Background: an optimization exercise with open tools, aiming at small area. Do not read the settings as production practice. Function was checked by simulation only, so behaviour that the tests miss may differ from the original. No activity file was given, so power comes from the tool's default toggle rates.

==> flow/design.v (excerpt) <==
module sent_tx(
	input clk,
	input reset,
	input enable,
	input channel_format,  
	input optional_pause,
	input config_bit,
	input [3:0] id_4bit,
	input [7:0] id_8bit,
	input [11:0] data_12bit,
	input [15:0] data_16bit,
	input [7:0] data_short,
	input [2:0] fast_format,
	input [15:0] data_f1,
	input [11:0] data_f2,
	output reg data_pulse,
	output busy
	);
	localparam IDLE = 2'd0;
	localparam SYNC = 2'd1;
	localparam NIB = 2'd2;
	localparam PAUSE = 2'd3;
	function [3:0] crc4_t;
		input [3:0] v;
		integer i;
		begin
			crc4_t = v;
			for (i = 0; i < 4; i = i + 1)
				crc4_t = {crc4_t[2:0], 1'b0} ^ (crc4_t[3] ? 4'b1101 : 4'b0000);
		end
	endfunction
	reg [1:0] tcnt;
	reg ticks;
	always @(posedge clk or posedge reset) begin
		if (reset) begin
			tcnt <= 0;
			ticks <= 0;
		end
		else begin
			tcnt <= tcnt + 1'b1;
			ticks <= (tcnt == 2'd3);
		end
	end
	reg [1:0] state;
	reg pulse_done;
	reg [8:0] fcnt;        
	reg [3:0] pcnt;        
	reg [3:0] nib;         
	reg [2:0] rem;         
	reg [4:0] frame;
  ...
Settings: LEC_CHECK=0, CAP_MARGIN=0, CORE_MARGIN=2, CORE_UTILIZATION=60, SLEW_MARGIN=0; clock period 10.0 ns.
standard.sh (not shown) runs the stock make flow with config.mk's settings and CLKGATE_MAP_FILE= SYNTH_SCRIPT=/design/flow/synth_recipe.tcl, a recipe that flattens the netlist after the stock synthesis.
==> flow/flow/run.sh <==
#!/bin/bash
# The standard layout (standard.sh) with three changes:
#  - synthesis maps the logic with the area-oriented ABC script flow/abc_area.script
#    (a copy of ORFS's scripts folder in which only abc_speed.script is replaced);
#  - the port buffers use the smallest buffer cell;
#  - the clock tree uses clkbuf_8 buffers and no dummy loads.
set -euo pipefail
here=$(pwd)
rm -rf "$here/orfs_scripts"
cp -r "$FLOW_HOME/scripts" "$here/orfs_scripts"
cp "$here/flow/abc_area.script" "$here/orfs_scripts/abc_speed.script"
bash standard.sh "SCRIPTS_DIR=$here/orfs_scripts" synth > synth.log 2>&1
bash standard.sh \
  "BUFFER_PORTS_ARGS=-buffer_cell sky130_fd_sc_hd__buf_1" \
  "CTS_ARGS=-sink_clustering_enable -repair_clock_nets -dont_use_dummy_load -buf_list sky130_fd_sc_hd__clkbuf_8 -root_buf sky130_fd_sc_hd__clkbuf_8" \
  finish > layout.log 2>&1
==> flow/flow/abc_area.script <==
strash
&get -n
&fraig -x
&put
scorr
dc2
strash
&get -n
&dch -f
&nf -R 1000
&put
dnsize -c
Next try:
--- a/flow/flow/run.sh
+++ b/flow/flow/run.sh
@@ -15 +15 @@
-  "CTS_ARGS=-sink_clustering_enable -repair_clock_nets -dont_use_dummy_load -buf_list sky130_fd_sc_hd__clkbuf_8 -root_buf sky130_fd_sc_hd__clkbuf_8" \
+  "CTS_ARGS=-sink_clustering_enable -repair_clock_nets -dont_use_dummy_load -buf_list sky130_fd_sc_hd__clkbuf_16 -root_buf sky130_fd_sc_hd__clkbuf_8 -sink_clustering_size 40 -sink_clustering_max_diameter 100" \
--- a/flow/config.mk
+++ b/flow/config.mk
@@ -8 +8 @@
-export CAP_MARGIN = 0
+export CAP_MARGIN = 20
@@ -11 +11 @@
-export SLEW_MARGIN = 0
+export SLEW_MARGIN = 20
=>
- setup slack loses 0.025 ns
- total power is about the same
- die area does not change
- via count barely changes
- worst hold slack loses 0.0063 ns
- routed wire length barely changes
- cell count is about the same
Next try:
--- a/flow/flow/run.sh
+++ b/flow/flow/run.sh
@@ -15 +15 @@
-  "CTS_ARGS=-sink_clustering_enable -repair_clock_nets -dont_use_dummy_load -buf_list sky130_fd_sc_hd__clkbuf_16 -root_buf sky130_fd_sc_hd__clkbuf_8 -sink_clustering_size 40 -sink_clustering_max_diameter 100" \
+  "CTS_ARGS=-sink_clustering_enable -repair_clock_nets -dont_use_dummy_load -buf_list sky130_fd_sc_hd__clkbuf_8 -root_buf sky130_fd_sc_hd__clkbuf_8" \
--- a/flow/config.mk
+++ b/flow/config.mk
@@ -8 +8 @@
-export CAP_MARGIN = 20
+export CAP_MARGIN = 0
@@ -11 +11,3 @@
-export SLEW_MARGIN = 20
+export GPL_ROUTABILITY_DRIVEN = 0
+export GPL_TIMING_DRIVEN = 0
+export SLEW_MARGIN = 0
Register-to-register slack loses 0.67 ns. Design area drops by 0.37%. Total power climbs by 0.75%. Worst setup slack loses 0.63 ns. Via count drops by 1.1%. Routed wire length climbs by 0.49%.

## separate check: timing with driven ports
Ports are ideal in the flow. The routed layouts listed here were re-timed in OpenROAD.
Step 1 (the two cells are an assumption about what drives the block):
set clk [get_ports {clk}]
set_driving_cell -lib_cell sky130_fd_sc_hd__clkbuf_16 $clk
set_driving_cell -lib_cell sky130_fd_sc_hd__buf_2 [delete_from_list [all_inputs] $clk]
Step 2 also shifts input and output timing later by t, the mid clock arrival at the registers, as if the neighbouring blocks saw the same clock.
Three values: ideal, step 1, step 2; two values: the first two.
run | t (ns) | setup slack, ns | clock arrival spread, ns | worst data-port slew with drivers (ns)
the first run | 0.380 | 5.881 / 5.893 / 5.513 | 0.022 / 0.022 | 0.04
the second run | 0.379 | 5.856 / 5.869 / 5.490 | 0.028 / 0.028 | 0.03
the third run | 0.376 | 5.231 / 5.244 / 4.868 | 0.034 / 0.034 | 0.04
After both steps setup and hold are still met in every run listed. The setup slack of the first run, which loses most, moves by +0.012 ns with the drivers and by -0.368 ns with both steps.
